From an optimization exercise on the open Yosys and OpenROAD flow, aimed at small area and a short achievable clock period; shortcuts taken in it are not production practice.
In this exercise RTL edits were held to simulation tests only and were not proved equivalent to the original.
No activity file was given, so power comes from the tool's default toggle rates.

==> 11-17 <==
==> flow/design.v (excerpt) <==
module mult(clock, reset, enable, mplier, mcand, ROB_num_in, dest_PRN_in, start,
            product, ROB_num_out, dest_PRN_out, done);
clock: 8.0 ns
lec_check: 0
cap_margin: 0
core_margin: 2
core_utilization: 50
cts_cluster_diameter: 100
cts_cluster_size: 20
place_density: 0.7
setup_slack_margin: 4.8
slew_margin: 60
synth_hierarchical: 1
synth_minimum_keep_size: 0
standard.sh (not shown) runs the stock make flow with config.mk's settings and CLKGATE_MAP_FILE= SYNTH_SCRIPT=/design/flow/synth_recipe.tcl, a recipe that flattens the netlist after the stock synthesis.
==> flow/flow/run.sh <==
#!/bin/bash
# Layout flow: the standard ORFS flow (standard.sh, unchanged synthesis and
# steps), except that buffer_ports uses sky130_fd_sc_hd__buf_2 for the port
# buffers instead of its default cell.  All tool output goes to
# standard_flow.log; ORFS's per-step logs are under orfs/logs/.
set -euo pipefail
bash standard.sh "BUFFER_PORTS_ARGS=-buffer_cell sky130_fd_sc_hd__buf_2" finish > standard_flow.log 2>&1
==> inputs of 05-01, as changes to 11-17 <==
- SETUP_SLACK_MARGIN: 4.8 -> 4.9
==> notes.md <==
quantity                                                                   11-17                    05-01
Fraction of power consumed by combinational cells                          0.650                    0.662
Fraction of met2 tracks used by global routing                             0.508                    0.513
Met1 demand-to-capacity share in global routing                            0.442                    0.445
Portion of total power attributed to sequential cells                      0.270                    0.261
Layout cell share with drive strength beyond 1                             0.149                    0.164
Detailed-route wire length on metal 1                                  82,600 µm                83,800 µm
Number of gates resized after cts                                             26                       62
Share of total power consumed by net switching                             0.452                    0.460
Sum of met3 wire segment lengths after detailed routing                42,800 µm                44,000 µm
Register-to-register path setup slack                                    4740 ps                  4790 ps
Most used cell along the critical path                                      fa_1                     fa_2
Fillers                                                                   10,800                   10,800
Wire length of the first global-routing pass                          348,000 µm               353,000 µm
Status                                                   complete, no violations  complete, no violations
Number of non-clock buffers in the layout                                    491                      495
Final #Nets                                                                6,260                    6,265
Routed wire per std cell                                                 35.6 µm                  36.4 µm
Utilization after layout                                                   0.547                    0.549
Slew of the pin with the lowest slew margin                               704 ps                   700 ps
Met2 layer wire length in the routed design                           103,000 µm               104,000 µm
Slowest cell on the critical path                                       edfxtp_1                     fa_1


==> willow: inputs <==
Another version of the RTL of mult (not shown whole).
Design mult, start of the top module:
module mult(clock, reset, enable, mplier, mcand, ROB_num_in, dest_PRN_in, start,
            product, ROB_num_out, dest_PRN_out, done);
Settings: LEC_CHECK=0, CAP_MARGIN=0, CORE_MARGIN=2, CORE_UTILIZATION=50, PLACE_DENSITY=0.7, SETUP_SLACK_MARGIN=4.8, SLEW_MARGIN=0, SYNTH_HIERARCHICAL=1, SYNTH_MINIMUM_KEEP_SIZE=0; clock period 8.0 ns.
run.sh (not shown) runs the stock make flow with config.mk's settings and CLKGATE_MAP_FILE= SYNTH_SCRIPT=/design/flow/synth_recipe.tcl, a recipe that flattens the netlist after the stock synthesis.
Stock flow here: none of the scripts above is used.
==> inputs of zinc, as changes to willow <==
- SETUP_SLACK_MARGIN: 4.8 -> 4.7
==> notes.md <==
Clock network fraction of design power: willow 10.6%; zinc 10.9%
Clock-cell share of area: willow 3.718%; zinc 3.882%
Worst setup startpoint: willow x1[6]; zinc x1[44]
Slowest Stage Delay on Critical Path: willow 0.62 ns; zinc 0.60 ns
Total routing resource utilization after global routing: willow 38.01%; zinc 37.01%
Met1 wire length: willow 100,400 µm; zinc 96,670 µm
Final cell utilization of the core: willow 59.65%; zinc 58.89%
Number of clock-tree buffers in the layout: willow 104; zinc 110
Post-layout minimum cycle time: willow 3.246 ns; zinc 3.328 ns
Routed wire length on met2: willow 119,900 µm; zinc 116,900 µm
Placed standard-cell area: willow 0.07758 mm²; zinc 0.07755 mm²
Power consumed by combinational cells: willow 27.7 mW; zinc 27.6 mW
CTS-repair resized insts: willow 353; zinc 209
Combinational share of power: willow 67.1%; zinc 66.8%
Result of the run: willow timing/DRC/antenna clean; zinc timing/DRC/antenna clean
Met1 global-route usage: willow 48.04%; zinc 46.43%
NetSw: willow 19.57 mW; zinc 19.47 mW
Grt met3 use: willow 14.09%; zinc 13.71%
Crit path max fanout: willow 58; zinc 20
Total CTS buffers: willow 92; zinc 94
Final hold slack: willow 0.4162 ns; zinc 0.4127 ns
Setup repair after global routing missed its margin: willow yes; zinc no
Number of non-clock buffers: willow 473; zinc 434
Sw Ratio: willow 47.31%; zinc 47.11%
Slowest library cell on the worst path: willow fa_2; zinc xnor2_1


==> job 7754: inputs <==
mult again, from the RTL that the note above started with.
export LEC_CHECK = 0
export CAP_MARGIN = 20
export CORE_MARGIN = 2
export CORE_UTILIZATION = 40
export SETUP_SLACK_MARGIN = 4.5
export SLEW_MARGIN = 20
export SYNTH_HIERARCHICAL = 1
export SYNTH_MINIMUM_KEEP_SIZE = 0
create_clock -name core_clock -period 8.0 [get_ports {clock}]
==> job 3501 (differences from job 7754) <==
- CORE_UTILIZATION: 40 -> 35
- SETUP_SLACK_MARGIN: 4.5 -> 5
==> notes <==
Against job 3501, the global-route usage of job 7754 is lower by 1.9 points.
Between job 7754 and job 3501, the lower fmax is in job 7754 (gap about 8%, measured against job 3501).
Synthesized cell count is the same in job 7754 and job 3501.
Against job 3501, the sequential share of layout area of job 7754 is higher by 2.9 points.
Via count: job 3501 is higher than job 7754 (13%).
Synthesized area is the same in job 3501 and job 7754.
==> figures <==
Status: job 3501 timing/DRC/antenna clean; job 7754 timing/DRC/antenna clean
Internal Power: job 3501 0.0230 W; job 7754 0.0215 W
Slowest stage cell on the critical path: job 3501 sky130_fd_sc_hd__fa_2; job 7754 sky130_fd_sc_hd__fa_1
Largest net degree at the start of global routing: job 3501 164; job 7754 168
Delay contributed by the slowest stage of the critical path: job 3501 610 ps; job 7754 720 ps
Worst-case hold path end point: job 3501 prn4[4]$_DFFE_PP_; job 7754 prn4[0]$_DFFE_PP_
Core Area: job 3501 200000 sq um; job 7754 176000 sq um
Source-to-sink clock delay at the later pin of the worst-skew pair: job 3501 810 ps; job 7754 770 ps
DR pass1 iterations: job 3501 7; job 7754 6
Library cell appearing most often on the critical path: job 3501 sky130_fd_sc_hd__fa_2; job 7754 sky130_fd_sc_hd__fa_1
Data arrival time of the critical path: job 3501 3780 ps; job 7754 4030 ps
Seq group: job 3501 0.00922 W; job 7754 0.00925 W
Highest ir drop seen on vdd: job 3501 0.562 mV; job 7754 0.445 mV

what the ideal ports hide:
The results above use ideal ports. As a check the final layouts listed here were re-extracted and re-timed, cells and wires unchanged.
Step 1 (the two cells are an assumption about what drives the block):
set clk [get_ports {clock}]
set_driving_cell -lib_cell sky130_fd_sc_hd__clkbuf_16 $clk
set_driving_cell -lib_cell sky130_fd_sc_hd__buf_2 [delete_from_list [all_inputs] $clk]
Step 2 moves the port delays by t, midway between the first and last clock arrival at a register: inputs arrive t later, outputs are due t later. That takes back most of the time a late clock gives input paths.
a / b / c = ideal ports / drivers / drivers and shift; a / b = the first two.
| run | shift t [ns] | setup slack, ns | worst hold slack (ns) | latest minus earliest clock arrival (ns) |
|---|---|---|---|---|
| 11-17 | 0.777 | 4.743 / 4.743 / 4.243 | 0.395 / 0.395 / 0.395 | 0.073 / 0.073 |
| 05-01 | 0.795 | 4.792 / 4.792 / 4.398 | 0.417 / 0.417 / 0.417 | 0.057 / 0.057 |
| willow | 0.823 | 4.754 / 4.699 / 4.306 | 0.416 / 0.416 / 0.416 | 0.049 / 0.049 |
| zinc | 0.802 | 4.672 / 4.671 / 4.445 | 0.413 / 0.413 / 0.413 | 0.047 / 0.047 |
| job 7754 | 0.821 | 4.451 / 4.451 / 4.261 | 0.415 / 0.415 / 0.415 | 0.072 / 0.073 |
| job 3501 | 0.881 | 4.752 / 4.741 / 4.230 | 0.414 / 0.414 / 0.414 | 0.055 / 0.055 |
After both steps setup and hold are still met in every run listed. For job 3501, which loses most, drivers alone change the setup slack by -0.011 ns; drivers and shift together by -0.522 ns.
